This is an optimization exercise on Yosys and OpenROAD, whose aim is a short achievable clock period and few clock cycles, not a production implementation.
RTL that was checked went through simulation tests only; none was proved equivalent to the original.
For runs 1, 2, 5 and 6, only the layout was checked, not whether the RTL still works.
Power figures rest on the tool's default switching activity, not on a simulated workload.

==> design.v <==
module cpu(clk,reset,o_mem_addr,o_mem_rd,i_mem_rddata,
		   o_mem_wr,o_mem_wrdata, i_mem_wait,i_mem_rddatavalid);
	input clk;
	input reset;
	input [15:0] i_mem_rddata;
	input i_mem_wait, i_mem_rddatavalid;
	output logic [15:0] o_mem_addr;
	output logic [15:0] o_mem_wrdata;
	output logic o_mem_wr;
	output logic o_mem_rd;
	integer k;
	logic [7:0][15:0] rf;
	logic [15:0] areg;      
	logic mq_v, mq_ld;
	logic [2:0] mq_dst;
	logic [15:0] mq_addr, mq_data;
	logic [1:0] qn;
	logic [2:0] q_ld, q_kill, q_pt;
	logic [2:0][2:0] q_dst;
	logic [2:0][15:0] q_pc, q_pcn, q_pr;
	wire [2:0] q_val = {qn == 2'd3, qn >= 2'd2, qn != 2'd0};
	wire h_ld = q_ld[0];
	wire h_kill = q_kill[0];
	wire h_pt = q_pt[0];
	wire [2:0] h_dst = q_dst[0];
	wire [15:0] h_pc = q_pc[0];
	wire [15:0] h_pcn = q_pcn[0];
	wire [15:0] h_pr = q_pr[0];
	logic [2:0] ibn;
	logic [3:0] ib_pt, ib_w7, ib_fs;
	logic [3:0][15:0] ib_ins, ib_pc, ib_pcn, ib_tgt, ib_pr;
	logic [7:0] btb_v;
	logic [7:0][15:0] btb_tag;
	logic [7:0][15:0] btb_tgt;
	logic [2:0] btb_ptr;
	logic pv;
	logic [2:0] pd;
	logic [15:0] pa, pb;
	logic pci;
	wire [15:0] psum = pa + pb + {15'd0, pci};
	logic [15:0] fa, fb;
	logic fci;
	wire [15:0] fsum = fa + fb + {15'd0, fci};
	wire fz = &((fa ^ fb) ~^ {fa[14:0] | fb[14:0], fci});
	wire fn = fsum[15];
	logic fok;    
	logic mok;    
	logic [1:0] nfr;  
	logic [7:0] bm;
	logic [15:0] btgt;
	always_comb begin
		btgt = 16'd0;
		for (k = 0; k < 8; k++) begin
			bm[k] = btb_v[k] & (btb_tag[k] == areg);
			btgt = btgt | ({16{bm[k]}} & btb_tgt[k]);
		end
	end
	wire bhit = |bm;
	wire [15:0] aseq = areg + 16'd2;
	wire [15:0] npred = bhit ? btgt : aseq;
	logic [7:0] xm, xw;
	always_comb
		for (k = 0; k < 8; k++)
			xm[k] = btb_v[k] & (btb_tag[k] == ib_pc[0]);
	wire xhit = |xm;
	always_comb
		for (k = 0; k < 8; k++)
			xw[k] = xhit ? xm[k] : (btb_ptr == k[2:0]);
	always_comb begin
		o_mem_addr = mq_v ? mq_addr : areg;
		o_mem_wrdata = mq_data;
		o_mem_rd = ~reset & (mq_v ? mq_ld & mok : fok);
		o_mem_wr = ~reset & mq_v & ~mq_ld;
	end
	wire acc = ~i_mem_wait;
	wire issue_m = mq_v & acc & (~mq_ld | mok);
	wire issue_f = ~mq_v & fok & acc;
	wire [15:0] ins = ib_ins[0];
	wire [15:0] pcn = ib_pcn[0];
	wire [4:0] op = ins[4:0];
	wire [2:0] rx = ins[7:5];
	wire [2:0] ry = ins[10:8];
	logic fw_rx, fw_ry;   
	wire [15:0] ra = fw_rx ? psum : rf[rx];
	wire [15:0] rb = fw_ry ? psum : rf[ry];
	wire [15:0] imm8s = {{8{ins[15]}}, ins[15:8]};
	wire is_br = op[3];
	wire is_ldst = ~op[3] & ~op[4] & op[2];
	wire is_mvhi = ~op[3] & op[4] & op[2];
	wire is_arith = ~op[3] & ~op[2] & (op[1:0] != 2'b00);
	wire taken = is_br & (op[2] | (op[1:0] == 2'b00) | (op[0] & fz) | (op[1] & fn));
	wire use_rx = ~(op[4] & op[3]);
	wire use_ry = ~op[4] & ~op[3];
	wire use_r7 = op[3] & op[2];
	logic hazard;
	always_comb begin
		hazard = mq_v & (is_ldst | (mq_ld & ((use_rx & mq_dst == rx) | (use_ry & mq_dst == ry) | (use_r7 & mq_dst == 3'd7))));
		for (k = 0; k < 3; k++)
			if (q_val[k] && q_ld[k] &&
			    ((use_rx && q_dst[k] == rx) || (use_ry && q_dst[k] == ry) || (use_r7 && q_dst[k] == 3'd7)))
				hazard = 1'b1;
	end
	wire go = (ibn != 3'd0) & ~hazard;
	wire [15:0] ex_nk = ~ib_pr[0];
	wire [15:0] ex_s = pa ^ pb ^ ex_nk;
	wire [15:0] ex_t = {((pa & pb) | (pa & ex_nk) | (pb & ex_nk)), pci};
	wire ex_eq = &((ex_s ^ ex_t) ~^ {ex_s[14:0] | ex_t[14:0], 1'b1});
	logic [7:0] eqr;
	always_comb
		for (k = 0; k < 8; k++) eqr[k] = (rf[k] == ib_pr[0]);
	wire eq_ra = fw_rx ? ex_eq : eqr[rx];
	wire pt = ib_pt[0];
	wire [15:0] pr = ib_pr[0];
	wire [15:0] tgt = ib_tgt[0];
	wire [15:0] bt = op[4] ? tgt : ra;            
	wire pred_ok = taken ? (pt & (op[4] ? (pr == tgt) : eq_ra)) : ~pt;
	wire redirect = go & ~pred_ok;
	wire [15:0] actual = taken ? bt : pcn;
	wire [15:0] opb = op[4] ? imm8s : rb;
	wire [15:0] opb_x = op[1] ? ~opb : opb;
	wire rv = i_mem_rddatavalid & (qn != 2'd0);
	wire r_raw = rv & ~h_ld;
	wire r_ins = r_raw & ~h_kill & ~redirect;
	wire [4:0] r_op = i_mem_rddata[4:0];
	wire [2:0] r_rx = i_mem_rddata[7:5];
	wire r_jdir = r_op[4] & r_op[3] & (r_op[2] | (r_op[1:0] == 2'b00));
	wire r_jr7 = ~r_op[4] & r_op[3] & (r_op[2] | (r_op[1:0] == 2'b00)) & (r_rx == 3'd7);
	wire [15:0] r7v = (pv && pd == 3'd7) ? psum : rf[7];
	logic r7_busy;
	always_comb begin
		r7_busy = mq_v & mq_ld & (mq_dst == 3'd7);
		for (k = 0; k < 4; k++)
			if (k < ibn && ib_w7[k]) r7_busy = 1'b1;
		for (k = 0; k < 3; k++)
			if (q_val[k] && q_ld[k] && q_dst[k] == 3'd7) r7_busy = 1'b1;
	end
	wire [15:0] d_nk = ~h_pr;
	wire [15:0] d_s = pa ^ pb ^ d_nk;
	wire [15:0] d_t = {((pa & pb) | (pa & d_nk) | (pb & d_nk)), pci};
	wire d_eq = &((d_s ^ d_t) ~^ {d_s[14:0] | d_t[14:0], 1'b1});
	wire r7_pred_ok = h_pt & ((pv && pd == 3'd7) ? d_eq : (rf[7] == h_pr));
	logic fl_busy;
	always_comb begin
		fl_busy = 1'b0;
		for (k = 0; k < 4; k++)
			if (k < ibn && ib_fs[k]) fl_busy = 1'b1;
	end
	wire r_cond = r_op[4] & r_op[3] & ~r_op[2] & (r_op[1] ^ r_op[0]);
	wire r_taken = (r_op[0] & fz) | (r_op[1] & fn);
	wire dd_cond = r_cond & ~fl_busy & (r_taken ^ h_pt);
	wire r_fs = ~r_op[3] & ~(~r_op[4] & r_op[2]) & ~(r_op[4] & r_op[2]) & (r_op[1:0] != 2'b00);
	wire dd_dir = r_jdir & ~h_pt;
	wire dd_r7 = r_jr7 & ~r7_busy & ~r7_pred_ok;
	wire d_dir = r_ins & dd_dir;
	wire d_r7 = r_ins & dd_r7;
	wire d_cond = r_ins & dd_cond;
	wire d_redirect = d_dir | d_r7 | d_cond;
	wire [15:0] d_tgt = dd_r7 ? r7v : (dd_dir | r_taken) ? r_tgt : r_pcn;
	wire r_w7 = (r_op[3] & r_op[2]) |
	            (~r_op[3] & (r_rx == 3'd7) & (r_op[1:0] != 2'b11 | r_op[2]) & ~(~r_op[4] & r_op[2] & r_op[0]));
	wire [15:0] r_boff = {{4{i_mem_rddata[15]}}, i_mem_rddata[15:5], 1'b0};
	wire [15:0] r_pcn = h_pcn;
	wire [15:0] r_tgt = r_pcn + r_boff;
	logic [2:0] ibn_t;
	wire x_pw = is_br ? op[2] : (is_mvhi | (~is_ldst & (op[1:0] != 2'b11)));
	wire [2:0] x_pd = is_br ? 3'd7 : rx;
	wire [15:0] nx_ins = (ibn >= 3'd2) ? ib_ins[1] : i_mem_rddata;
	logic mq_v_t;
	wire push = issue_f | (issue_m & mq_ld);
	wire [2:0] s0 = {1'b0, nfr} + ibn - {2'b0, go};
	wire r_kill = r_raw & h_kill;
	wire le_ok = issue_f ? (r_kill ? (s0 <= 3'd3) : (s0 <= 3'd2)) : (r_kill ? (s0 <= 3'd4) : (s0 <= 3'd3));
	wire nf_ok = issue_f ? (r_raw ? (nfr <= 2'd2) : (nfr <= 2'd1)) : (r_raw | (nfr <= 2'd2));
	wire q_ok = push ? (rv ? (qn <= 2'd2) : (qn <= 2'd1)) : (rv | (qn <= 2'd2));
	always_ff @(posedge clk or posedge reset) begin
		if (reset) begin
			rf <= '0;
			areg <= 16'd0;
			mq_v <= 1'b0;
			fok <= 1'b1;
			mok <= 1'b1;
			nfr <= 2'd0;
			mq_ld <= 1'b0;
			mq_dst <= 3'd0;
			mq_addr <= 16'd0;
			mq_data <= 16'd0;
			qn <= 2'd0;
			q_ld <= '0;
			q_kill <= '0;
			q_pt <= '0;
			q_dst <= '0;
			q_pc <= '0;
			q_pcn <= '0;
			q_pr <= '0;
			ibn <= 3'd0;
			ib_pt <= '0;
			ib_w7 <= '0;
			ib_fs <= '0;
			ib_ins <= '0;
			ib_pc <= '0;
			ib_pcn <= '0;
			ib_tgt <= '0;
			ib_pr <= '0;
			btb_v <= '0;
			btb_ptr <= 3'd0;
			pv <= 1'b0;
			fw_rx <= 1'b0;
			fw_ry <= 1'b0;
			pd <= 3'd0;
			pa <= 16'd0;
			pb <= 16'd0;
			pci <= 1'b0;
			fa <= 16'd1;  
			fb <= 16'd0;
			fci <= 1'b0;
		end else begin
			if (pv) rf[pd] <= psum;
			if (rv & h_ld) rf[h_dst] <= i_mem_rddata;
			pv <= 1'b0;
			fw_rx <= go & x_pw & (x_pd == nx_ins[7:5]);
			fw_ry <= go & x_pw & (x_pd == nx_ins[10:8]);
			for (k = 0; k < 3; k++) begin
				if (push & (rv ? (qn == k[1:0] + 2'd1) : (qn == k[1:0]))) begin
					q_ld[k] <= ~issue_f;
					q_kill[k] <= 1'b0;
					q_dst[k] <= mq_dst;
					q_pc[k] <= areg;
					q_pcn[k] <= aseq;
					q_pr[k] <= npred;
					q_pt[k] <= bhit;
				end else if (rv && k < 2) begin
					q_ld[k] <= q_ld[k+1];
					q_kill[k] <= q_kill[k+1];
					q_dst[k] <= q_dst[k+1];
					q_pc[k] <= q_pc[k+1];
					q_pcn[k] <= q_pcn[k+1];
					q_pr[k] <= q_pr[k+1];
					q_pt[k] <= q_pt[k+1];
				end
			end
			qn <= qn + {1'b0, push} - {1'b0, rv};
			if (redirect | d_redirect) q_kill <= '1;
			if (issue_m) mq_v <= 1'b0;
			if (issue_f) areg <= npred;
			ibn_t = ibn;
			if (go) begin
				for (k = 0; k < 3; k++) begin
					ib_ins[k] <= ib_ins[k+1];
					ib_pt[k] <= ib_pt[k+1];
					ib_w7[k] <= ib_w7[k+1];
					ib_fs[k] <= ib_fs[k+1];
					ib_pc[k] <= ib_pc[k+1];
					ib_pcn[k] <= ib_pcn[k+1];
					ib_tgt[k] <= ib_tgt[k+1];
					ib_pr[k] <= ib_pr[k+1];
				end
				ibn_t = ibn - 3'd1;
			end
			if (r_raw) begin
				ib_ins[ibn_t] <= i_mem_rddata;
				ib_pc[ibn_t] <= h_pc;
				ib_pcn[ibn_t] <= r_pcn;
				ib_tgt[ibn_t] <= r_tgt;
				ib_pr[ibn_t] <= (dd_dir | dd_r7 | dd_cond) ? d_tgt : h_pr;
				ib_pt[ibn_t] <= dd_cond ? r_taken : (h_pt | dd_dir | dd_r7);
				ib_fs[ibn_t] <= r_fs;
				ib_w7[ibn_t] <= r_w7;
			end
			if (r_raw & ~h_kill) ibn_t = ibn_t + 3'd1;
			ibn <= redirect ? 3'd0 : ibn_t;
			nfr <= nfr + {1'b0, issue_f} - {1'b0, r_raw};
			mq_v_t = (mq_v & ~issue_m) | (go & is_ldst);
			fok <= ~mq_v_t & q_ok & (redirect ? nf_ok : le_ok);
			mok <= q_ok;
			if (d_redirect) areg <= d_tgt;
			if (go) begin
				if (redirect) begin
					areg <= actual;
				end
				if (is_br) begin
					for (k = 0; k < 8; k++)
						if (xw[k] & (taken | xhit)) begin
							btb_v[k] <= taken;
							btb_tag[k] <= ib_pc[0];
							btb_tgt[k] <= bt;
						end
					if (taken & ~xhit) btb_ptr <= btb_ptr + 3'd1;
				end
				if (is_ldst) begin
					mq_v <= 1'b1;
					mq_ld <= ~op[0];
					mq_dst <= rx;
					mq_addr <= rb;
					mq_data <= ra;
				end
				pd <= rx;
				pb <= 16'd0;
				pci <= 1'b0;
				if (is_br) begin
					pa <= pcn;                      
					pd <= 3'd7;
					pv <= op[2];
				end else if (is_ldst) begin
					pa <= pcn;
				end else if (is_mvhi) begin
					pa <= {ins[15:8], ra[7:0]};
					pv <= 1'b1;
				end else if (!is_arith) begin
					pa <= op[4] ? imm8s : rb;       
					pv <= 1'b1;
				end else begin
					pa <= ra;                       
					pb <= opb_x;
					pci <= op[1];
					pv <= (op[1:0] != 2'b11);
					fa <= ra;
					fb <= opb_x;
					fci <= op[1];
				end
			end
		end
	end
endmodule
==> flow/run.sh <==
#!/bin/bash
set -euo pipefail
bash standard.sh MATCH_CELL_FOOTPRINT=0 "BUFFER_PORTS_ARGS=-buffer_cell sky130_fd_sc_hd__buf_4" finish > flow_make.log 2>&1
==> standard.sh <==
#!/bin/bash
# synth_recipe.tcl (not shown) runs the flow's synth.tcl, then flattens the netlist and writes it again
# the make line also repeats each setting of config.mk as NAME=value (left out here)
make -C /OpenROAD-flow-scripts/flow DESIGN_CONFIG=/design/flow/config.mk WORK_HOME=/design/flow/orfs CLKGATE_MAP_FILE= SYNTH_SCRIPT=/design/flow/synth_recipe.tcl "${@:-finish}"
==> config.mk <==
export PLATFORM = sky130hd
export DESIGN_NAME = cpu
export DESIGN_NICKNAME = cpu
export VERILOG_FILES = /design/flow/design.v
export SDC_FILE = /design/flow/constraint.sdc
export NUM_CORES = 4
export LEC_CHECK = 0
export ABC_CLOCK_PERIOD_IN_PS = 3000
export CAP_MARGIN = 20
export CORE_MARGIN = 2
export CORE_UTILIZATION = 40
export PLACE_DENSITY = 0.6
export SETUP_SLACK_MARGIN = 3.0
export SLEW_MARGIN = 20
export TNS_END_PERCENT = 30
==> constraint.sdc <==
create_clock -name core_clock -period 6.0 [get_ports {clk}]
set_input_delay 1.2000 -clock core_clock [delete_from_list [all_inputs] [get_ports {clk}]]
set_output_delay 1.2000 -clock core_clock [all_outputs]
set_load 0.01 [all_outputs]
==> out/metrics.cfg, run 1 <==
[floorplan]
io_pins=54
fp-row-count=138
core-area_sq_um=142000
die_w_um=382
initial_core_util_pct=40.3
fp.dieArea_sq_um=146000
die-height_um=382

[cts]
cts_max_level=3
clk_latency_ns=0.81
hold_buffers=0
cts-root-buf=clkbuf_16
clock_path_buffers=3
clock-sinks=1020
cts_tree=done
path_clk_slew_ns=0.07
cts_buffers=112

[route]
drtIter0Drc=6775
drt_wl_total_mm=250
dr.pass1.iters=8
route.met3.wl_mm=28.9
num_vias=49700
viasPerCell=6.41
route.detailed.drc=0
wl_per_cell_um=32.3
wl_met1_mm=97.9
wl_met2_mm=106
drtAntennaViolNets=0
top_layer_used=met5

[sta]
finalHoldViolCount=0
period_share_pct=67.3
setup_viol=0
fin_crit_ns=4.04
worst_pin_slew_ns=1.21
max_freq_mhz=248
rsz0062_at_grt=true
fin_skew_ns=0.0754
relSlewSlack_pct=19.0
finalMaxSlewViolations=0

[final_layout]
fillers=12400
drive_above_1_share_pct=26.8
syn2layout_area_growth_pct=26.8
final_area_sq_um=72400
nets=5940
stdcell_count=7752

[min_path]
hold_depth=2
hold_class=reg2reg
hp-start=q_pcn[34]

[global_route]
grt_max_degree=152
first_global_vias=46100
antenna_found_initial=5
grt_pass1_wl_mm=341
grt_overflow=0
grt_usage_pct=32.1

[power_and_ir_drop]
power_density_nw_per_um2=707
p_leak_nw=29.8
max-vdd-ir-drop_v=0.000522

[critical_path]
cp-startpoint=q_pr[13]
cp-end-kind=flop
r2r-start=q_pr[13]
required_ns=6.66
worst-path-max-fanout=5
crit_arrival_ns=4.70
critPathLaunchType=flop
path_class=reg2reg
r2r_cells=14

[yosys]
syn_nets=5599
ys.warnings.count=8
syn_area_sq_um=57100
synth.area.top_cells=dfrtp_1 (33%), edfxtp_1 (13%), mux2i_1 (6.3%)
ys_seq_elements=1020
synth_top_flop_cell=dfrtp_1
synth_common_cells=dfrtp_1 (761), nand2_1 (577), mux2i_1 (357), o21ai_0 (344), xor2_1 (303)
synth_most_common_cell=dfrtp_1
synthArstFlopShare_pct=74.9
synthCells=5421
yosysTopAreaCell=dfrtp_1
yosysTopAreaCellShare_pct=33.4
synth_edf_count=256
synth_cell_types=101
synth_area_per_cell_sq_um=10.5
synth_seq_area_share_pct=47.0

[status]
status=finished clean

[placement]
io_buffer_count=53
hpwl_mm=159
dpl.cell_count=7147
place_congestion=0.994
place_area_sq_um=59800

[flow_run]
drv_cap=0

per-layer routing:
layer	up-vias	global-route usage, %
met5	-	0
met4	8	16.8
met3	810	7.89
met2	3448	46.7
met1	24900	44.1
li1	20500	-
worst max-delay path, stage by stage, from the launching register on:
cell and delay (ns):
dfrtp_1 0.42, inv_2 0.09, fa_1 0.56, inv_1 0.05
ha_1 0.30, xnor2_1 0.26, nor4_2 0.08, nand4_1 0.23
o22ai_4 0.13, buf_4 0.16, or2_4 0.28, a211oi_1 0.59
a31oi_1 0.25, a21oi_1 0.36, o22ai_1 0.14
through the flow:
step | utilization, % | setup slack (ns) | TNS (ns) | hold WS [ns] | power, mW
after floorplan | - | -5.80 | -4425.86 | 0.444 | 26.5
final | 51.2 | 1.96 | 0 | 0.474 | 51.2
after global routing | 51.1 | 2.00 | 0 | 0.493 | 52.7
after global placement | 42.2 | 0.993 | 0 | 0.457 | 35.1
after detailed placement | 42.2 | 0.977 | 0 | 0.462 | 35.3
after CTS | 47.6 | 2.09 | 0 | 0.476 | 45.7
logic make-up after synthesis:
logic type | synth area share (%)
multiplexers | 9.79
buffers and inverters | 4.31
adder cells (fa/ha/maj) | 3.94
AO/OA/AOI/OAI | 15.4
XOR/XNOR | 8.57
flip-flops | 47.0
AND/OR/NAND/NOR | 11.0
final cells by class:
type | count | area, sq um | share of cell area [%]
Antenna cell | 4 | 10.0 | 0.0138
Clock buffer | 166 | 3340 | 4.61
Clock inverter | 44 | 527 | 0.727
Inverter | 166 | 663 | 0.916
Multi-Input combinational cell | 3854 | 31700 | 43.8
Sequential cell | 1020 | 26900 | 37.2
Tap cell | 1890 | 2360 | 3.27
Timing Repair Buffer | 608 | 6860 | 9.48
cell usage in the layout, fill, tap and decap left out, types with 40 or more instances in the layout:
cell and n:
edfxtp_1 256, nor4_1 65, o22ai_1 184, nor3_1 40, mux2_2 50, o21ai_0 283, o21ai_1 45, dfrtp_1 688
buf_4 388, a22o_1 72, buf_6 74, o32ai_1 48, ha_1 109, a22oi_1 83, dfrtp_2 61, inv_1 144
nand3_1 102, a211oi_1 40, nand2_1 542, mux2i_1 350, a21oi_1 144, buf_12 75, nand4_1 91, and2_1 46
xor2_1 293, nor2_1 144, xnor2_1 235, mux4_2 64, clkbuf_16 163
sequential cells by signal, indices dropped and copies added, names as in the netlist, 64 cells and up:
register and cells:
btb_tag 128, btb_tgt 128, rf 128, ib_ins 64, ib_pc 64, ib_pcn 64
ib_pr 64, ib_tgt 64
report_power, final:
part	leakage, nW	switching [mW]	internal, mW
Combinational	15.9	18.3	12.5
Clock	1.90	3.17	4.18
Sequential	12.0	3.20	9.87
Total	29.8	24.6	26.5
repair_timing:
item	4_1_cts	5_1_grt
buffers inserted	125	181
gates cloned	47	38
resized for setup	423	596
pin swaps	75	179
endpoints found under the setup margin	1147	1146
path summary, 6_finish.rpt:
kind                            slack [ns]   endpoint
max in group asynchronous             3.75  ib_pc[12]
worst max-delay path                  1.96  ib_pr[26]
worst min-delay path                  0.47  q_pcn[34]
min in group asynchronous             0.81  ib_pr[20]
worst max register to register        1.96  ib_pr[26]
worst min register to register        0.47  q_pcn[34]
==> run 2, diff against run 1 <==
--- a/design.v
+++ b/design.v
@@ -103,6 +103,4 @@
 	wire go = (ibn != 3'd0) & ~hazard;
-	wire [15:0] ex_nk = ~ib_pr[0];
-	wire [15:0] ex_s = pa ^ pb ^ ex_nk;
-	wire [15:0] ex_t = {((pa & pb) | (pa & ex_nk) | (pb & ex_nk)), pci};
-	wire ex_eq = &((ex_s ^ ex_t) ~^ {ex_s[14:0] | ex_t[14:0], 1'b1});
+	logic pz;   
+	wire ex_eq = pz & (pa == ib_pr[0]);
 	logic [7:0] eqr;
@@ -127,3 +125,4 @@
 	wire r_jr7 = ~r_op[4] & r_op[3] & (r_op[2] | (r_op[1:0] == 2'b00)) & (r_rx == 3'd7);
-	wire [15:0] r7v = (pv && pd == 3'd7) ? psum : rf[7];
+	wire [15:0] r7v = rf[7];
+	wire r7_pend = pv & (pd == 3'd7);
 	logic r7_busy;
@@ -136,7 +135,3 @@
 	end
-	wire [15:0] d_nk = ~h_pr;
-	wire [15:0] d_s = pa ^ pb ^ d_nk;
-	wire [15:0] d_t = {((pa & pb) | (pa & d_nk) | (pb & d_nk)), pci};
-	wire d_eq = &((d_s ^ d_t) ~^ {d_s[14:0] | d_t[14:0], 1'b1});
-	wire r7_pred_ok = h_pt & ((pv && pd == 3'd7) ? d_eq : (rf[7] == h_pr));
+	wire r7_pred_ok = h_pt & (rf[7] == h_pr);
 	logic fl_busy;
@@ -152,3 +147,3 @@
 	wire dd_dir = r_jdir & ~h_pt;
-	wire dd_r7 = r_jr7 & ~r7_busy & ~r7_pred_ok;
+	wire dd_r7 = r_jr7 & ~r7_busy & ~r7_pend & ~r7_pred_ok;
 	wire d_dir = r_ins & dd_dir;
@@ -169,5 +164,8 @@
 	wire push = issue_f | (issue_m & mq_ld);
-	wire [2:0] s0 = {1'b0, nfr} + ibn - {2'b0, go};
+	wire [2:0] s1 = {1'b0, nfr} + ibn;    
+	wire [2:0] s0 = {1'b0, nfr} + ibn - 3'd1;
 	wire r_kill = r_raw & h_kill;
-	wire le_ok = issue_f ? (r_kill ? (s0 <= 3'd3) : (s0 <= 3'd2)) : (r_kill ? (s0 <= 3'd4) : (s0 <= 3'd3));
+	wire le_ok0 = issue_f ? (r_kill ? (s1 <= 3'd3) : (s1 <= 3'd2)) : (r_kill ? (s1 <= 3'd4) : (s1 <= 3'd3));
+	wire le_ok1 = issue_f ? (r_kill ? (s0 <= 3'd3) : (s0 <= 3'd2)) : (r_kill ? (s0 <= 3'd4) : (s0 <= 3'd3));
+	wire le_ok = go ? le_ok1 : le_ok0;
 	wire nf_ok = issue_f ? (r_raw ? (nfr <= 2'd2) : (nfr <= 2'd1)) : (r_raw | (nfr <= 2'd2));
@@ -206,2 +204,3 @@
 			pv <= 1'b0;
+			pz <= 1'b1;
 			fw_rx <= 1'b0;
@@ -258,12 +257,13 @@
 			end
-			if (r_raw) begin
-				ib_ins[ibn_t] <= i_mem_rddata;
-				ib_pc[ibn_t] <= h_pc;
-				ib_pcn[ibn_t] <= r_pcn;
-				ib_tgt[ibn_t] <= r_tgt;
-				ib_pr[ibn_t] <= (dd_dir | dd_r7 | dd_cond) ? d_tgt : h_pr;
-				ib_pt[ibn_t] <= dd_cond ? r_taken : (h_pt | dd_dir | dd_r7);
-				ib_fs[ibn_t] <= r_fs;
-				ib_w7[ibn_t] <= r_w7;
-			end
+			for (k = 0; k < 4; k++)
+				if (r_raw & (go ? (ibn == k[2:0] + 3'd1) : (ibn == k[2:0]))) begin
+					ib_ins[k] <= i_mem_rddata;
+					ib_pc[k] <= h_pc;
+					ib_pcn[k] <= r_pcn;
+					ib_tgt[k] <= r_tgt;
+					ib_pr[k] <= (dd_dir | dd_r7 | dd_cond) ? d_tgt : h_pr;
+					ib_pt[k] <= dd_cond ? r_taken : (h_pt | dd_dir | dd_r7);
+					ib_fs[k] <= r_fs;
+					ib_w7[k] <= r_w7;
+				end
 			if (r_raw & ~h_kill) ibn_t = ibn_t + 3'd1;
@@ -298,2 +298,3 @@
 				pci <= 1'b0;
+				pz <= ~is_arith | is_br | is_ldst | is_mvhi;
 				if (is_br) begin
==> out/metrics.cfg, run 2 <==
[critical_path]
worst-path-max-fanout=10
cp-endpoint=areg[3]
path_class=reg2reg
crit_arrival_ns=4.19
critPathLaunchType=flop
cp-startpoint=areg[9]
regToRegSetupSlack_ns=2.49
cp-end-kind=flop
required_ns=6.68
r2r-start=areg[9]
timing.rr.end=areg[3]
r2r_cells=10

[power_and_ir_drop]
power_density_nw_per_um2=688
max-vdd-ir-drop_v=0.000517
power.total_mw=46.6
p_leak_nw=27.9

[sta]
fin_crit_ns=3.51
period_share_pct=58.5
worst_pin_slew_ns=1.19
finalMaxSlewViolations=0
rsz0062_at_grt=true
finalHoldViolCount=0
setup_viol=0
max_freq_mhz=285
relSlewSlack_pct=20.4
worst_slack_ns=2.49
fin_skew_ns=0.0720

[cts]
cts_buffers=111
cts-root-buf=clkbuf_16
hold_buffers=0
cts_tree=done
clock-sinks=1013
path_clk_slew_ns=0.07
clock_path_buffers=3
cts_max_level=3
clk_latency_ns=0.80

[floorplan]
io_pins=54
die-height_um=376
core-area_sq_um=137000
fp.dieArea_sq_um=142000
die_w_um=376
fp-row-count=136
initial_core_util_pct=40.3

[global_route]
antenna_found_initial=4
first_global_vias=45900
grt_overflow=0
grt_max_degree=178
grt_usage_pct=31.8
grt_pass1_wl_mm=330

[yosys]
synth_area_per_cell_sq_um=9.71
yosysTopAreaCell=dfrtp_1
synth_top_flop_cell=dfrtp_1
ys.warnings.count=8
yosysTopAreaCellShare_pct=34.0
synth_most_common_cell=nand2_1
syn_area_sq_um=55400
syn_nets=5824
synth_common_cells=nand2_1 (1,110), dfrtp_1 (753), o21ai_0 (374), xor2_1 (320), nor2_1 (287)
synthCells=5707
synth_cell_types=95
synth_edf_count=256
synth.area.top_cells=dfrtp_1 (34%), edfxtp_1 (14%), nand2_1 (7.5%)
synthArstFlopShare_pct=74.7
synth_seq_area_share_pct=48.1
ys_seq_elements=1013

[placement]
hpwl_mm=145
place_congestion=0.977
preCtsSetupSlack_ns=1.29
dpl.cell_count=7277
io_buffer_count=53

[final_layout]
reg_top3=btb_tag: 128 flops, btb_tgt: 128 flops, rf: 128 flops
syn2layout_area_growth_pct=22.2
drive_above_1_share_pct=21.4
layout_common_cells=nand2_1 (1,094), dfrtp_1 (689), buf_4 (356)
fin_util_pct=49.3
final_common_cell=nand2_1
fillers=12400
stdcell_count=7786
nets=6010

[route]
drtIter0Drc=6822
num_vias=48800
drt_wl_total_mm=232
dr.pass1.iters=8
viasPerCell=6.27
route.detailed.drc=0
drtAntennaViolNets=0
wl_per_cell_um=29.8

[min_path]
hp-start=ib_pc[51]
hold_class=reg2reg

[flow_run]
drv_cap=0

[status]
status=finished clean

[run 2: timing repair]
action / in CTS / in global routing
cloned: 31 / 7
setup buffers: 170 / 89
setup endpoints to repair: 1115 / 993
pin swaps: 80 / 95
resized for setup: 530 / 252
[run 2: cell families (layout without fill, tap and decap cells)]
logic type      Yosys count  in the layout  synth area share (%)
mux                     330            330                  7.53
buf+inv                 540            812                  4.07
xor+xnor                545            545                  8.63
compound gates         1186           1188                  13.3
flops                  1013           1013                  48.1
simple gates           1995           2005                  16.1
fa+ha+maj                98             98                  2.28
other cells               0              1                     0
[run 2: how the worst min path moves through the flow]
stage | slack (ns) | depth (start not counted) | end
after detailed placement | 0.46 | 2 | ib_ins[55]
final | 0.47 | 2 | ib_pc[51]
after global placement | 0.46 | 2 | ib_pc[51]
after floorplan | 0.44 | 2 | pb[2]
after global routing | 0.50 | 2 | ib_ins[59]
after CTS | 0.48 | 2 | ib_tgt[51]
[run 2: final cells by class]
type                            instances  area, sq um  share of cell area [%]
Timing Repair Buffer                  509         5280                    7.79
Clock buffer                          164         3240                    4.78
Sequential cell                      1013        26800                    39.5
Inverter                               92          363                   0.536
Tap cell                             1794         2240                    3.31
Antenna cell                            1         2.50                 0.00369
Multi-Input combinational cell       4166        29300                    43.2
Clock inverter                         47          574                   0.848
[run 2: layer usage]
layer / GRT usage, % / wire length, um / share of wire [%] / up-vias
met5: 0.274 / 218 / 0.094 / -
met3: 11.2 / 31300 / 14 / 674
met1: 43.9 / 92600 / 40 / 24200
li1: - / - / - / 20700
met2: 44.5 / 95100 / 41 / 3191
met4: 14.5 / 12500 / 5.4 / 6
[run 2: per-stage QoR]
stage               TNS [ns]  cell area, sq um  hold slack (ns)
floorplan           -6594.04             55400            0.443
global placement           0             57800            0.456
detailed placement         0             57800            0.462
CTS                        0             65800            0.477
global route               0             67700            0.496
finish                     0             67700            0.473
[run 2: critical path: stages, from the launching register on]
cell and delay [ns]:
dfrtp_4 0.61, buf_12 0.21, xnor2_1 0.13, nand3_1 0.12, or3_1 0.43, o22ai_1 0.22, nor4_2 0.74, o22ai_1 0.20
a211o_1 0.33, a22oi_2 0.29, a21oi_2 0.10
[run 2: where the power goes]
part           switching (mW)  leakage (nW)  total (mW)  internal [mW]
clock                    3.12          1.87        7.22           4.10
sequential               3.51          11.7        13.5           9.96
combinational            16.0          14.3        25.9           9.90
==> run 3, diff against run 2 <==
--- a/design.v
+++ b/design.v
@@ -39,7 +39,10 @@
 	logic pci;
-	wire [15:0] psum = pa + pb + {15'd0, pci};
+	wire [16:0] psum17 = {pa, 1'b1} + {pb, pci};    
+	wire [15:0] psum = psum17[16:1];
 	logic [15:0] fa, fb;
 	logic fci;
-	wire [15:0] fsum = fa + fb + {15'd0, fci};
-	wire fz = &((fa ^ fb) ~^ {fa[14:0] | fb[14:0], fci});
+	logic [15:0] ft, fu;    
+	wire [16:0] fsum17 = {fa, 1'b1} + {fb, fci};
+	wire [15:0] fsum = fsum17[16:1];
+	wire fz = &(ft ~^ {fu[14:0], fci});
 	wire fn = fsum[15];
@@ -60,2 +63,4 @@
 	wire [15:0] npred = bhit ? btgt : aseq;
+	logic u_v, u_taken;
+	logic [15:0] u_pc, u_bt;
 	logic [7:0] xm, xw;
@@ -63,3 +68,3 @@
 		for (k = 0; k < 8; k++)
-			xm[k] = btb_v[k] & (btb_tag[k] == ib_pc[0]);
+			xm[k] = btb_v[k] & (btb_tag[k] == u_pc);
 	wire xhit = |xm;
@@ -142,5 +147,6 @@
 	end
-	wire r_cond = r_op[4] & r_op[3] & ~r_op[2] & (r_op[1] ^ r_op[0]);
-	wire r_taken = (r_op[0] & fz) | (r_op[1] & fn);
+	wire r_cond = r_op[4] & r_op[3] & ~r_op[2] & ~r_op[1] & r_op[0];
+	wire r_taken = fz;
 	wire dd_cond = r_cond & ~fl_busy & (r_taken ^ h_pt);
+	wire dd_back = r_op[4] & r_op[3] & ~r_op[2] & (r_op[1] ^ r_op[0]) & (fl_busy | r_op[1]) & i_mem_rddata[15] & ~h_pt;
 	wire r_fs = ~r_op[3] & ~(~r_op[4] & r_op[2]) & ~(r_op[4] & r_op[2]) & (r_op[1:0] != 2'b00);
@@ -151,4 +157,5 @@
 	wire d_cond = r_ins & dd_cond;
-	wire d_redirect = d_dir | d_r7 | d_cond;
-	wire [15:0] d_tgt = dd_r7 ? r7v : (dd_dir | r_taken) ? r_tgt : r_pcn;
+	wire d_back = r_ins & dd_back;
+	wire d_redirect = d_dir | d_r7 | d_cond | d_back;
+	wire [15:0] d_tgt = dd_r7 ? r7v : (dd_dir | dd_back | r_taken) ? r_tgt : r_pcn;
 	wire r_w7 = (r_op[3] & r_op[2]) |
@@ -203,2 +210,6 @@
 			btb_ptr <= 3'd0;
+			u_v <= 1'b0;
+			u_taken <= 1'b0;
+			u_pc <= 16'd0;
+			u_bt <= 16'd0;
 			pv <= 1'b0;
@@ -213,2 +224,4 @@
 			fb <= 16'd0;
+			ft <= 16'd1;
+			fu <= 16'd1;
 			fci <= 1'b0;
@@ -263,4 +276,4 @@
 					ib_tgt[k] <= r_tgt;
-					ib_pr[k] <= (dd_dir | dd_r7 | dd_cond) ? d_tgt : h_pr;
-					ib_pt[k] <= dd_cond ? r_taken : (h_pt | dd_dir | dd_r7);
+					ib_pr[k] <= (dd_dir | dd_r7 | dd_cond | dd_back) ? d_tgt : h_pr;
+					ib_pt[k] <= dd_cond ? r_taken : (h_pt | dd_dir | dd_r7 | dd_back);
 					ib_fs[k] <= r_fs;
@@ -275,2 +288,15 @@
 			if (d_redirect) areg <= d_tgt;
+			u_v <= go & is_br;
+			u_taken <= taken;
+			u_pc <= ib_pc[0];
+			u_bt <= bt;
+			if (u_v) begin
+				for (k = 0; k < 8; k++)
+					if (xw[k] & (u_taken | xhit)) begin
+						btb_v[k] <= u_taken;
+						btb_tag[k] <= u_pc;
+						btb_tgt[k] <= u_bt;
+					end
+				if (u_taken & ~xhit) btb_ptr <= btb_ptr + 3'd1;
+			end
 			if (go) begin
@@ -279,11 +305,2 @@
 				end
-				if (is_br) begin
-					for (k = 0; k < 8; k++)
-						if (xw[k] & (taken | xhit)) begin
-							btb_v[k] <= taken;
-							btb_tag[k] <= ib_pc[0];
-							btb_tgt[k] <= bt;
-						end
-					if (taken & ~xhit) btb_ptr <= btb_ptr + 3'd1;
-				end
 				if (is_ldst) begin
@@ -318,2 +335,4 @@
 					fb <= opb_x;
+					ft <= ra ^ opb_x;
+					fu <= ra | opb_x;
 					fci <= op[1];
==> out/metrics.cfg, run 3 <==
[power_and_ir_drop]
p_leak_nw=29.5
power.total_mw=49.7
max-vdd-ir-drop_v=0.000647
power_density_nw_per_um2=697

[route]
route.detailed.drc=0
drtIter0Drc=7401
drtAntennaViolNets=0
dr.pass1.iters=10
num_vias=49100
drt_wl_total_mm=236
viasPerCell=6.22
wl_per_cell_um=29.9

[yosys]
synth.area.top_cells=dfrtp_1 (36%), edfxtp_1 (14%), nand2_1 (6.4%)
synth_top_flop_cell=dfrtp_1
ys.warnings.count=8
yosysTopAreaCell=dfrtp_1
synth_most_common_cell=nand2_1
synthArstFlopShare_pct=76.3
synth-xor-area-share_pct=8.30
syn_nets=5684
synth_seq_area_share_pct=49.9
yosysTopAreaCellShare_pct=36.0
ys_seq_elements=1078
synth.area.mux_share_pct=9.00
synth-simple-area-share_pct=14.5
synthAdderAreaFrac_pct=2.13
synthCells=5570
syn_area_sq_um=56600
synth_compound_area_share_pct=12.5
synth_cell_types=93
synth_top_family_by_area=simple AND/OR/NAND/NOR gates
synth_area_per_cell_sq_um=10.2
synth_edf_count=256
synth_common_cells=nand2_1 (972), dfrtp_1 (816), xnor2_1 (363), nor2_1 (362), o21ai_0 (269)

[floorplan]
io_pins=54
initial_core_util_pct=40.2
die_w_um=380
core-area_sq_um=141000
die-height_um=380
fp.dieArea_sq_um=145000
fp-row-count=138

[status]
status=finished clean

[sta]
fin_setup_tns_ns=0
rsz0062_at_grt=true
fin_crit_ns=3.31
period_share_pct=55.1
finalHoldViolCount=0
setup_viol=0
relSlewSlack_pct=25.8
worst_pin_slew_ns=1.11
fin_skew_ns=0.0871
finalMaxSlewViolations=0
max_freq_mhz=302

[min_path]
hold_class=reg2reg

[placement]
hpwl_mm=142
place_congestion=0.968
io_buffer_count=53

[final_layout]
reg_top3=btb_tag: 128 flops, btb_tgt: 128 flops, rf: 128 flops
drive_above_1_share_pct=25.0
nets=6014
final_common_cell=nand2_1
layout_common_cells=nand2_1 (951), dfrtp_1 (733), buf_4 (413)
syn2layout_area_growth_pct=25.8

[global_route]
first_global_vias=44800
grt_max_degree=187
antenna_found_initial=15
grt_pass1_wl_mm=321
grt_usage_pct=30.0
grt_overflow=0

[cts]
hold_buffers=0
cts_tree=done
cts_max_level=3
clock_path_buffers=3
path_clk_slew_ns=0.06
clk_latency_ns=0.81
clock-sinks=1078
cts_buffers=117
cts-root-buf=clkbuf_16

[critical_path]
critical_path.slowest_cell=dfrtp_2
worst-path-max-fanout=13
required_ns=6.62
critPathLaunchType=flop
cp_common_cell=buf_12
cp-end-kind=flop
crit_chain=buf_8, inv_1, and3_2, nand2_2, nand3_4, buf_12, xnor2_4, or4_4, buf_12, clkbuf_16, nor2_1, a31oi_1
crit_arrival_ns=3.93
max_stage_delay_ns=0.58
path_class=reg2reg

[flow_run]
drv_cap=0

==> run 3: layout make-up <==
type	count	area, sq um
antenna	4	10.0
clock buffer	168	3310
clock inverter	53	672
fill	12400	69800
inverter	63	269
multi-input combinational	4032	29300
sequential	1078	28500
tap	1890	2360
timing repair buffer	608	6840
==> run 3: power by group <==
group	total [mW]	internal, mW	switching, mW
clock	7.51	4.25	3.26
sequential	14.1	10.4	3.65
combinational	28.1	11.5	16.6
total	49.7	26.2	23.5
==> run 3: per-stage QoR <==
stage | setup slack, ns | cell area (sq um) | util [%] | std cells | hold slack (ns)
after floorplan | -9.84 | 56700 | - | 5570 | 0.354
after global placement | 1.37 | 59100 | 41.9 | 7255 | 0.360
after detailed placement | 1.36 | 59100 | 41.9 | 7257 | 0.361
after CTS | 2.74 | 67100 | 47.6 | 7697 | 0.376
after global routing | 2.68 | 71200 | 50.5 | 7893 | 0.385
final | 2.69 | 71300 | 50.5 | 7896 | 0.370
==> run 3: per-layer routing <==
metal | share of wire (%) | up-vias | track usage, %
li1 | - | 20500 | -
met1 | 39 | 24500 | 41.6
met2 | 41 | 3309 | 42.2
met3 | 14 | 772 | 10.1
met4 | 6.0 | 24 | 13.9
met5 | 0.39 | - | 0.827
==> run 3: worst max-delay path: cells and delay by family, from the launching register on <==
family | cells | cell delay, ns
AOI/OAI and AO/OA | 1 | 0.05
DFF | 1 | 0.58
buffers and inverters | 5 | 0.98
xor gates and xnor gates | 1 | 0.16
and+or+nand+nor | 5 | 1.34
==> run 3: kinds of logic (layout without fill, tap and decap cells) <==
group | Yosys count | after routing
compound gates | 1117 | 1121
buf+inv | 476 | 892
flops | 1078 | 1078
xor+xnor | 537 | 537
simple gates | 1859 | 1871
fa+ha+maj | 95 | 95
other cells | 0 | 4
mux | 408 | 408
==> run 3: worst paths after layout <==
check / from / end / slack, ns / depth (start not counted)
worst max-delay path: ib_ins[3] / ib_ins[39] / 2.69 / 12
worst min-delay path: ib_pc[2] / u_pc[2] / 0.37 / 0
worst max register to register: ib_ins[3] / ib_ins[39] / 2.69 / 12
worst min register to register: ib_pc[2] / u_pc[2] / 0.37 / 0
max in group asynchronous: reset / u_pc[6] / 3.69 / 4
min in group asynchronous: reset / u_bt[6] / 0.71 / 3
==> run 3: what timing repair did <==
item / 4_1_cts / 5_1_grt
gates cloned: 28 / 40
pin swaps: 85 / 92
setup buffers: 191 / 155
resized for setup: 463 / 437
setup endpoints to repair: 1019 / 911
Testbench counts of run 3, summed over its fixed seeds: cycles 32,654.
==> run 4, diff against run 3 <==
--- a/design.v
+++ b/design.v
@@ -49,2 +49,4 @@
 	logic fok;    
+	logic [15:0] oa;   
+	logic ord, owr;    
 	logic mok;    
@@ -74,6 +76,6 @@
 	always_comb begin
-		o_mem_addr = mq_v ? mq_addr : areg;
+		o_mem_addr = oa;
 		o_mem_wrdata = mq_data;
-		o_mem_rd = ~reset & (mq_v ? mq_ld & mok : fok);
-		o_mem_wr = ~reset & mq_v & ~mq_ld;
+		o_mem_rd = ~reset & ord;
+		o_mem_wr = ~reset & owr;
 	end
@@ -170,2 +172,7 @@
 	logic mq_v_t;
+	wire [15:0] areg_n = redirect ? actual : d_redirect ? d_tgt : issue_f ? npred : areg;
+	wire mqv_n = (mq_v & ~issue_m) | (go & is_ldst);
+	wire mqld_n = (go & is_ldst) ? ~op[0] : mq_ld;
+	wire [15:0] mqa_n = (go & is_ldst) ? rb : mq_addr;
+	wire fok_n = ~mqv_n & q_ok & (redirect ? nf_ok : le_ok);
 	wire push = issue_f | (issue_m & mq_ld);
@@ -185,2 +192,5 @@
 			fok <= 1'b1;
+			oa <= 16'd0;
+			ord <= 1'b1;
+			owr <= 1'b0;
 			mok <= 1'b1;
@@ -286,2 +296,5 @@
 			fok <= ~mq_v_t & q_ok & (redirect ? nf_ok : le_ok);
+			oa <= mqv_n ? mqa_n : areg_n;
+			ord <= mqv_n ? (mqld_n & q_ok) : fok_n;
+			owr <= mqv_n & ~mqld_n;
 			mok <= q_ok;
==> out/metrics.cfg, run 4 <==
[cts]
clock_path_buffers=3
cts_max_level=3
cts_buffers=120
cts_tree=done
cts-root-buf=clkbuf_16
path_clk_slew_ns=0.06
clock-sinks=1096
clk_latency_ns=0.80

[final_layout]
seqCellArea_sq_um=28900
syn2layout_area_growth_pct=23.4
fin_util_pct=49.7
layout_common_cells=dfrtp_1 (765), nand2_1 (598), o21ai_0 (381)
drive_above_1_share_pct=25.6
reg_top3=btb_tag: 128 flops, btb_tgt: 128 flops, rf: 128 flops
multi_input_area_sq_um=29700
nets=5772
fillers=12600
final_common_cell=dfrtp_1
stdcell_count=7668

[yosys]
synth_seq_area_share_pct=49.7
syn_area_sq_um=57800
synthArstFlopShare_pct=76.6
yosysTopAreaCell=dfrtp_1
syn_nets=5534
synthCells=5417
synthAdderAreaFrac_pct=2.18
synth_edf_count=256
synth_top_flop_cell=dfrtp_1
synth_compound_area_share_pct=12.9
synth.area.mux_share_pct=11.9
synth_area_per_cell_sq_um=10.7
synth-xor-area-share_pct=8.41
synth_top_family_by_area=compound AO/OA/AOI/OAI gates
synth-simple-area-share_pct=11.2
ys_seq_elements=1096
ys.warnings.count=8
synth_most_common_cell=dfrtp_1
synth_cell_types=97
synth.area.top_cells=dfrtp_1 (36%), edfxtp_1 (13%), mux2i_1 (5.8%)
yosysTopAreaCellShare_pct=36.1
synth_common_cells=dfrtp_1 (833), nand2_1 (616), o21ai_0 (448), mux2i_1 (334), xor2_1 (295)

[placement]
hpwl_mm=139
place_congestion=1.01
preCtsSetupSlack_ns=1.39
io_buffer_count=53
dpl.cell_count=7118

[route]
route.detailed.drc=0
drtIter0Drc=6191
dr.pass1.iters=8
wl_per_cell_um=29.4
num_vias=47000
viasPerCell=6.13
drtAntennaViolNets=0
drt_wl_total_mm=226

[critical_path]
max_stage_delay_ns=0.42
required_ns=6.70
regToRegSetupSlack_ns=2.81
path_class=in2reg
critical_path.slowest_cell=a2111o_1
crit_chain=buf_12, ha_4, inv_2, fa_2, nor2b_2, o31a_1, o2111ai_2, a2111o_1, o211a_1, or3_4, a31oi_4, nor2_2, o32ai_1
cp-end-kind=flop
cp-startpoint=i_mem_rddata[5]
crit_arrival_ns=3.90
r2r-start=fb[10]
critPathLaunchType=input pin
critical-path-top-delay-family=compound AO/OA/AOI/OAI gates
worst-path-max-fanout=2
cp_num_buf_inv=2

[sta]
worst_pin_slew_ns=1.13
fin_setup_tns_ns=0
finalHoldViolCount=0
holdWs_ns=0.364
relSlewSlack_pct=24.8
setup_viol=0
fin_skew_ns=0.0456
max_freq_mhz=312
finalMaxSlewViolations=0
period_share_pct=53.5
worst_slack_ns=2.79
fin_crit_ns=3.21
rsz0062_at_grt=true

[floorplan]
core-area_sq_um=143000
io_pins=54
initial_core_util_pct=40.3
fp.dieArea_sq_um=147000
fp-row-count=139
die-height_um=384
die_w_um=384

[global_route]
grt_pass1_wl_mm=318
antenna_found_initial=8
grt_max_degree=204
first_global_vias=44500
grt_overflow=0
grt_usage_pct=29.3

[power_and_ir_drop]
max-vdd-ir-drop_v=0.000381
p_leak_nw=29.6
power_density_nw_per_um2=687

[status]
status=finished clean

[min_path]
hp-start=ib_pc[15]
hold_class=reg2reg

[flow_run]
drv_cap=0

==> run 4: final timing paths <==
check | end | cells past startpoint
min in group asynchronous | btb_v[5] | 2
worst min register to register | u_pc[15] | 0
max in group asynchronous | u_pc[1] | 5
worst max-delay path | areg[15] | 13
worst max register to register | oa[12] | 11
worst min-delay path | u_pc[15] | 0
==> run 4: logic make-up (layout without fill, tap and decap cells) <==
group,after synthesis,count (layout)
and+or+nand+nor,1407,1412
AOI/OAI and AO/OA,1210,1210
DFF,1096,1096
muxes,581,581
xor gates and xnor gates,553,553
buffers and inverters,471,809
adders and majority gates,99,99
other,0,5
==> run 4: what timing repair did <==
| action | CTS | global route |
|---|---|---|
| gates resized for setup | 657 | 238 |
| cloned | 33 | 17 |
| pin swaps | 115 | 83 |
| setup buffers | 206 | 61 |
| setup endpoints to repair | 975 | 974 |
| hold buffers | 0 | 0 |
==> run 4: per-stage QoR <==
step	total power [mW]	area (sq um)
6_report	49.0	71300
5_1_grt	50.9	71300
4_1_cts	46.7	69500
3_5_place_dp	34.3	60000
3_3_place_gp	34.0	60000
2_1_floorplan	26.9	57800
==> run 4: power by group <==
group / leakage [nW] / internal, mW / switching (mW)
logic: 14.7 / 11.4 / 15.2
clock network: 2.14 / 4.85 / 3.38
registers: 12.7 / 10.6 / 3.64
==> run 4: final cells by class <==
type	count	area share, %
diodes	5	0.0176
clock buffers	154	4.67
clock inverters	73	1.48
inverters	76	0.413
multi-input cells	3855	41.7
flip-flops and latches	1096	40.5
well taps	1903	3.34
repair buffers	506	7.86
==> run 4: layer usage <==
metal  track usage, %  part of all wire, %
met1             40.6                   40
met3             7.18                   11
met4             12.8                  5.2
met5                0                0.010
met2             43.7                   43
Testbench counts of run 4, summed over its fixed seeds: cycles 32,654.
==> run 5, diff against run 4 <==
--- a/design.v
+++ b/design.v
@@ -29,2 +29,3 @@
 	logic [2:0] ibn;
+	logic [3:0] ib_v;    
 	logic [3:0] ib_pt, ib_w7, ib_fs;
@@ -101,11 +102,5 @@
 	wire use_r7 = op[3] & op[2];
-	logic hazard;
-	always_comb begin
-		hazard = mq_v & (is_ldst | (mq_ld & ((use_rx & mq_dst == rx) | (use_ry & mq_dst == ry) | (use_r7 & mq_dst == 3'd7))));
-		for (k = 0; k < 3; k++)
-			if (q_val[k] && q_ld[k] &&
-			    ((use_rx && q_dst[k] == rx) || (use_ry && q_dst[k] == ry) || (use_r7 && q_dst[k] == 3'd7)))
-				hazard = 1'b1;
-	end
-	wire go = (ibn != 3'd0) & ~hazard;
+	logic [7:0] lp;
+	wire hazard = (mq_v & is_ldst) | (use_rx & lp[rx]) | (use_ry & lp[ry]) | (use_r7 & lp[7]);
+	wire go = ib_v[0] & ~hazard;
 	logic pz;   
@@ -136,7 +131,5 @@
 	always_comb begin
-		r7_busy = mq_v & mq_ld & (mq_dst == 3'd7);
+		r7_busy = lp[7];
 		for (k = 0; k < 4; k++)
-			if (k < ibn && ib_w7[k]) r7_busy = 1'b1;
-		for (k = 0; k < 3; k++)
-			if (q_val[k] && q_ld[k] && q_dst[k] == 3'd7) r7_busy = 1'b1;
+			if (ib_v[k] && ib_w7[k]) r7_busy = 1'b1;
 	end
@@ -147,3 +140,3 @@
 		for (k = 0; k < 4; k++)
-			if (k < ibn && ib_fs[k]) fl_busy = 1'b1;
+			if (ib_v[k] && ib_fs[k]) fl_busy = 1'b1;
 	end
@@ -168,5 +161,6 @@
 	logic [2:0] ibn_t;
+	logic [3:0] ib_vt;
 	wire x_pw = is_br ? op[2] : (is_mvhi | (~is_ldst & (op[1:0] != 2'b11)));
 	wire [2:0] x_pd = is_br ? 3'd7 : rx;
-	wire [15:0] nx_ins = (ibn >= 3'd2) ? ib_ins[1] : i_mem_rddata;
+	wire [15:0] nx_ins = ib_v[1] ? ib_ins[1] : i_mem_rddata;
 	logic mq_v_t;
@@ -193,2 +187,3 @@
 			oa <= 16'd0;
+			lp <= 8'd0;
 			ord <= 1'b1;
@@ -210,2 +205,3 @@
 			ibn <= 3'd0;
+			ib_v <= 4'd0;
 			ib_pt <= '0;
@@ -240,2 +236,5 @@
 			if (rv & h_ld) rf[h_dst] <= i_mem_rddata;
+			for (k = 0; k < 8; k++)
+				if (go & is_ldst & ~op[0] & (rx == k[2:0])) lp[k] <= 1'b1;
+				else if (rv & h_ld & (h_dst == k[2:0])) lp[k] <= 1'b0;
 			pv <= 1'b0;
@@ -281,3 +280,3 @@
 			for (k = 0; k < 4; k++)
-				if (r_raw & (go ? (ibn == k[2:0] + 3'd1) : (ibn == k[2:0]))) begin
+				if (r_raw & (go ? (ib_v[k] & (k == 3 || !ib_v[(k+1)%4])) : (~ib_v[k] & (k == 0 || ib_v[(k+3)%4])))) begin
 					ib_ins[k] <= i_mem_rddata;
@@ -293,2 +292,5 @@
 			ibn <= redirect ? 3'd0 : ibn_t;
+			ib_vt = go ? {1'b0, ib_v[3:1]} : ib_v;
+			if (r_raw & ~h_kill) ib_vt = {ib_vt[2:0], 1'b1};
+			ib_v <= redirect ? 4'd0 : ib_vt;
 			nfr <= nfr + {1'b0, issue_f} - {1'b0, r_raw};
==> out/metrics.cfg, run 5 <==
[floorplan]
fp.dieArea_sq_um=146000
die-height_um=382
fp-row-count=138
initial_core_util_pct=40.4
io_pins=54
die_w_um=382
core-area_sq_um=142000

[sta]
rsz0062_at_grt=true
setup_viol=0
finalMaxSlewViolations=0
relSlewSlack_pct=22.1
worst_pin_slew_ns=1.16
fin_skew_ns=0.0554
fin_crit_ns=3.23
period_share_pct=53.9
max_freq_mhz=309
finalHoldViolCount=0

[yosys]
syn_area_sq_um=57300
synth_common_cells=nand2_1 (978), dfrtp_1 (845), xnor2_1 (416), o21ai_0 (375), clkbuf_1 (283)
yosysTopAreaCell=dfrtp_1
synthArstFlopShare_pct=76.9
ys_seq_elements=1108
synth_compound_area_share_pct=13.9
synth_area_per_cell_sq_um=10.3
synth-xor-area-share_pct=8.00
synth.area.top_cells=dfrtp_1 (37%), edfxtp_1 (13%), nand2_1 (6.4%)
synth_seq_area_share_pct=50.7
synthCells=5588
synth_edf_count=256
synth_most_common_cell=nand2_1
synthAdderAreaFrac_pct=2.11
synth_top_flop_cell=dfrtp_1
yosysTopAreaCellShare_pct=36.9
ys.warnings.count=8
synth_top_family_by_area=simple AND/OR/NAND/NOR gates
syn_nets=5703
synth_cell_types=93
synth.area.mux_share_pct=7.34
synth-simple-area-share_pct=14.6

[power_and_ir_drop]
power.total_mw=43.2
max-vdd-ir-drop_v=0.000332
power_frac_clock_pct=18.7
p_leak_nw=28.8
seqPwrFrac_pct=33.1
swShare_pct=45.5
power_density_nw_per_um2=615
internal_power_mw=23.5
switchingPower_mw=19.7
comb_power_share_pct=48.2

[status]
status=finished clean

[global_route]
grt_usage_pct=30.3
grt_pass1_wl_mm=326
first_global_vias=45300
antenna_found_initial=4
grt_max_degree=164
grt_overflow=0

[critical_path]
path_class=reg2reg
worst-path-max-fanout=4
r2r-start=ib_tgt[9]
crit_arrival_ns=3.91
critPathLaunchType=flop
required_ns=6.68
critical_path.slowest_cell=dfrtp_1
cp-startpoint=ib_tgt[9]
max_stage_delay_ns=0.51
crit_chain=xnor2_1, nand4_1, o41ai_4, nand2_2, a311oi_4, buf_4, o21ai_4, nand2_4, mux2_4, o31a_1
cp-end-kind=flop

[cts]
hold_buffers=0
clk_latency_ns=0.80
path_clk_slew_ns=0.06
cts-root-buf=clkbuf_16
cts_max_level=3
clock-sinks=1108
cts_buffers=117
cts_tree=done
clock_path_buffers=3

[route]
drt_wl_total_mm=233
num_vias=48800
viasPerCell=6.28
dr.pass1.iters=8
route.detailed.drc=0
wl_per_cell_um=30.0
drtAntennaViolNets=0
drtIter0Drc=6699

[final_layout]
nets=5889
drive_above_1_share_pct=22.8
syn2layout_area_growth_pct=22.6
final_area_sq_um=70200
layout_common_cells=nand2_1 (962), dfrtp_1 (761), xnor2_1 (373)
final_common_cell=nand2_1
fin_util_pct=49.5
reg_top3=btb_tag: 128 flops, btb_tgt: 128 flops, rf: 128 flops

[flow_run]
drv_cap=0

[placement]
place_congestion=1.04
place_area_sq_um=59700
hpwl_mm=143
io_buffer_count=53

[min_path]
hold_class=reg2reg
hp-start=ib_pc[7]

==> run 5: critical path: cells and delay by family, from the launching register on <==
kind / cells / cell delay, ns
AO/OA/AOI/OAI: 4 / 1.24
AND/OR/NAND/NOR: 3 / 0.52
flip-flops: 1 / 0.51
XOR/XNOR: 1 / 0.34
multiplexers: 1 / 0.31
buffers and inverters: 1 / 0.20
==> run 5: area by class of cell <==
cell class | count | area, sq um
Clock inverter | 59 | 850
Multi-Input combinational cell | 4015 | 29300
Tap cell | 1890 | 2360
Antenna cell | 3 | 7.51
Fill cell | 12500 | 71500
Inverter | 58 | 249
Clock buffer | 165 | 3450
Timing Repair Buffer | 474 | 4840
Sequential cell | 1108 | 29200
==> run 5: power by group through the flow <==
stage,clock network (mW),logic (mW),registers [mW]
after detailed placement,0,15.6,14.1
final,8.07,20.8,14.3
after global placement,0,15.4,14.1
after floorplan,0,10.9,11.9
after CTS,8.11,18.5,14.0
after global routing,8.40,21.8,14.4
==> run 5: logic make-up after synthesis <==
| family | Yosys count |
|---|---|
| simple gates | 1847 |
| compound gates | 1213 |
| flops | 1108 |
| xor+xnor | 522 |
| buf+inv | 479 |
| mux | 324 |
| fa+ha+maj | 95 |
==> run 5: per-stage QoR <==
step	setup WS [ns]	hold WS, ns	std cells	setup TNS (ns)
4_1_cts	2.82	0.319	7663	0
6_report	2.77	0.328	7772	0
5_1_grt	2.73	0.344	7769	0
3_5_place_dp	1.39	0.363	7253	0
2_1_floorplan	-9.71	0.354	5588	-7435.76
3_3_place_gp	1.42	0.360	7253	0
==> run 5: final timing paths <==
| check | end | slack [ns] | cells past startpoint |
|---|---|---|---|
| max | ord | 2.77 | 10 |
| min | u_pc[7] | 0.33 | 0 |
| max reg2reg | ord | 2.77 | 10 |
| min reg2reg | u_pc[7] | 0.33 | 0 |
| max in group asynchronous | ib_pr[11] | 3.14 | 4 |
| min in group asynchronous | btb_v[3] | 0.53 | 2 |
==> run 5: repair_timing <==
item / 4_1_cts / 5_1_grt
resized for setup: 503 / 283
endpoints found under the setup margin: 965 / 850
buffers inserted: 157 / 86
cloned: 29 / 19
pin swaps: 84 / 118
==> run 5: per-layer routing <==
metal	vias to the layer above	global-route usage [%]	wire (um)
met5	-	0.893	293
met4	14	14.1	14100
met3	757	9.49	29600
met2	3253	43.8	97600
met1	24300	41.4	91300
li1	20500	-	-
==> run 6, diff against run 5 <==
--- a/design.v
+++ b/design.v
@@ -159,3 +159,9 @@
 	wire [15:0] r_pcn = h_pcn;
-	wire [15:0] r_tgt = r_pcn + r_boff;
+	wire [12:0] r_lo = {1'b0, r_pcn[11:0]} + {1'b0, r_boff[11:0]};
+	wire [3:0] r_hi0 = r_pcn[15:12];
+	wire [3:0] r_hip = r_pcn[15:12] + 4'd1;
+	wire [3:0] r_him = r_pcn[15:12] - 4'd1;
+	wire r_sg = i_mem_rddata[15];
+	wire [3:0] r_hi = (r_lo[12] & ~r_sg) ? r_hip : (~r_lo[12] & r_sg) ? r_him : r_hi0;
+	wire [15:0] r_tgt = {r_hi, r_lo[11:0]};
 	logic [2:0] ibn_t;
==> out/metrics.cfg, run 6 <==
[route]
drtIter0Drc=6692
drtAntennaViolNets=0
drt_wl_total_mm=237
route.detailed.drc=0
num_vias=49000
dr.pass1.iters=7
wl_per_cell_um=30.1
viasPerCell=6.22

[sta]
relSlewSlack_pct=26.1
holdWs_ns=0.374
setup_viol=0
worst_slack_ns=2.75
worst_pin_slew_ns=1.10
fin_skew_ns=0.0521
rsz0062_at_grt=true
fin_crit_ns=3.25
max_freq_mhz=308
fin_setup_tns_ns=0
finalMaxSlewViolations=0
finalHoldViolCount=0
period_share_pct=54.2

[critical_path]
critical-path-top-delay-family=compound AO/OA/AOI/OAI gates
cp-endpoint=oa[0]
max_stage_delay_ns=0.53
critPathLaunchType=flop
cp.depth=10
cp_common_cell=mux2_4
path_class=reg2reg
cp-startpoint=ib_pr[13]
required_ns=6.63
crit_arrival_ns=3.88
cp_num_buf_inv=1
crit_chain=xor2_1, nor4_1, nand4_1, a221oi_2, o21ai_2, a21o_4, o21a_4, buf_4, mux2_4, mux2_4
r2r_cells=10
regToRegSetupSlack_ns=2.75
cp-end-kind=flop
r2r-start=ib_pr[13]
timing.rr.end=oa[0]
critical_path.slowest_cell=dfrtp_2
worst-path-max-fanout=8

[cts]
hold_buffers=0
clock_path_buffers=3
cts_max_level=3
cts-root-buf=clkbuf_16
cts_tree=done
clk_latency_ns=0.77
clock-sinks=1108
path_clk_slew_ns=0.07
cts_buffers=120

[final_layout]
final_common_cell=nand2_1
nets=5989
fillers=12600
drive_above_1_share_pct=24.9
syn2layout_area_growth_pct=25.1
reg_top3=btb_tag: 128 flops, btb_tgt: 128 flops, rf: 128 flops
multi_input_area_sq_um=29800
seqCellArea_sq_um=29200
layout_common_cells=nand2_1 (945), dfrtp_1 (765), buf_4 (440)

[floorplan]
fp.dieArea_sq_um=146000
die-height_um=382
initial_core_util_pct=40.4
io_pins=54
fp-row-count=138
die_w_um=382
core-area_sq_um=142000

[yosys]
synthArstFlopShare_pct=76.9
synthCells=5583
synth.area.top_cells=dfrtp_1 (37%), edfxtp_1 (13%), nand2_1 (6.3%)
yosysTopAreaCellShare_pct=36.9
synth_most_common_cell=nand2_1
synth_common_cells=nand2_1 (956), dfrtp_1 (845), o21ai_0 (390), xnor2_1 (286), nor2_1 (262)
syn_area_sq_um=57300
synth_area_per_cell_sq_um=10.3
syn_nets=5697
yosysTopAreaCell=dfrtp_1
synth_seq_area_share_pct=50.6
synth_top_flop_cell=dfrtp_1
ys_seq_elements=1108
synth_cell_types=94
synth_edf_count=256
ys.warnings.count=8

[placement]
hpwl_mm=149
place_congestion=1.05
io_buffer_count=53
preCtsSetupSlack_ns=1.16

[min_path]
hold_depth=0
hold_class=reg2reg

[power_and_ir_drop]
power_density_nw_per_um2=610
max-vdd-ir-drop_v=0.000391
power.total_mw=43.7
p_leak_nw=29.6

[global_route]
grt_pass1_wl_mm=333
antenna_found_initial=9
grt_usage_pct=31.1
grt_overflow=0
grt_max_degree=178
first_global_vias=45600

[flow_run]
drv_cap=0

[status]
status=finished clean

-- run 6: cell count changes after synthesis, moves of 15 or more --
cell | before | now
a21oi_1 | 171 | 152
a22o_1 | 12 | 27
a31oi_1 | 95 | 77
and3_1 | 122 | 137
buf_4 | 2 | 18
clkbuf_1 | 283 | 258
nand2_1 | 978 | 956
nand4_1 | 104 | 87
nor2_1 | 246 | 262
nor4_1 | 48 | 66
o21ai_0 | 375 | 390
o31ai_1 | 42 | 21
xnor2_1 | 416 | 286
xor2_1 | 105 | 239
-- run 6: power by group --
group	internal (mW)	total, mW	switching (mW)
combinational	8.78	21.6	12.8
sequential	10.5	14.2	3.63
clock	4.63	7.93	3.31
total	23.9	43.7	19.7
-- run 6: worst min-delay path by stage --
stage,startpoint,endpoint,slack (ns)
2_1_floorplan,ib_pc[10],u_pc[10],0.35
3_3_place_gp,ib_pc[13],u_pc[13],0.36
3_5_place_dp,ib_pc[11],u_pc[11],0.36
4_1_cts,ib_pc[4],u_pc[4],0.37
5_1_grt,ib_pc[11],u_pc[11],0.38
6_report,ib_pc[9],u_pc[9],0.37
-- run 6: kinds of logic (layout without fill, tap and decap cells) --
group / Yosys count / in the layout / synth area share (%)
AOI/OAI and AO/OA: 1193 / 1196 / 13.8
xor gates and xnor gates: 525 / 525 / 8.03
adders and majority gates: 95 / 95 / 2.11
buffers and inverters: 495 / 876 / 3.64
DFF: 1108 / 1108 / 50.6
muxes: 307 / 307 / 7.03
other: 0 / 4 / 0
and+or+nand+nor: 1860 / 1871 / 14.8
-- run 6: timing repair --
action                                  4_1_cts  5_1_grt
gates cloned                                 25       15
gates resized for setup                     591      278
endpoints found under the setup margin      971      842
pin swaps                                   100      126
buffers inserted                            212      134
endpoints found under the hold margin         0        0
-- run 6: metrics by stage --
stage | area, sq um | utilization [%] | cells
CTS | 68900 | 48.5 | 7718
global placement | 59800 | 42.1 | 7256
global route | 71700 | 50.5 | 7871
detailed placement | 59800 | 42.1 | 7256
finish | 71700 | 50.5 | 7872
floorplan | 57300 | - | 5583
-- run 6: area by class of cell --
cell class | count | share of cell area, %
timing repair buffer | 583 | 8.17
clock buffer | 177 | 4.91
antenna | 4 | 0.0140
inverter | 68 | 0.409
tap | 1890 | 3.30
sequential | 1108 | 40.7
multi-input combinational | 3994 | 41.5
clock inverter | 48 | 0.950
-- run 6: per-layer routing --
metal | wire length, um | GRT usage [%] | part of all wire [%] | vias up
met3 | 29000 | 8.92 | 12 | 611
met5 | 26 | 0 | 0.011 | -
met4 | 12500 | 13.8 | 5.3 | 4
li1 | - | - | - | 20600
met2 | 100000 | 45.0 | 42 | 3071
met1 | 94800 | 43.2 | 40 | 24700

## afterwards: timing with drivers on the ports
In the flow no input, the clock included, has a driving cell. The finished layouts below were timed again as built, in two steps.
Step 1 assumes that a clkbuf_16 drives the clock port and a buf_2 every other input.
Step 2, shift: input delay + t, output delay - t, t = (earliest + latest rising clock arrival at the registers) / 2. This alone moves slack from input paths to output paths.
a / b / c = ideal ports / drivers / drivers and shift; a / b = the first two.
run | shift t [ns] | slack for setup (ns) | clock arrival spread, ns | worst register clock-pin slew, ns | pins driven straight from the clock port
run 1 | 0.845 | 1.964 / 1.964 / 1.332 | 0.080 / 0.079 | 0.07 / 0.07 | 1
run 2 | 0.841 | 2.491 / 2.491 / 1.824 | 0.072 / 0.072 | 0.07 / 0.07 | 1
run 3 | 0.854 | 2.691 / 2.684 / 1.902 | 0.087 / 0.088 | 0.07 / 0.07 | 1
run 4 | 0.866 | 2.792 / 2.809 / 1.950 | 0.045 / 0.046 | 0.07 / 0.07 | 1
run 5 | 0.849 | 2.768 / 2.768 / 1.951 | 0.061 / 0.061 | 0.07 / 0.07 | 1
run 6 | 0.821 | 2.750 / 2.718 / 1.898 | 0.052 / 0.053 | 0.07 / 0.07 | 1
After both steps every run listed still meets setup and hold. The setup slack of run 6, which loses most, moves by -0.032 ns with the drivers and by -0.852 ns with both steps.
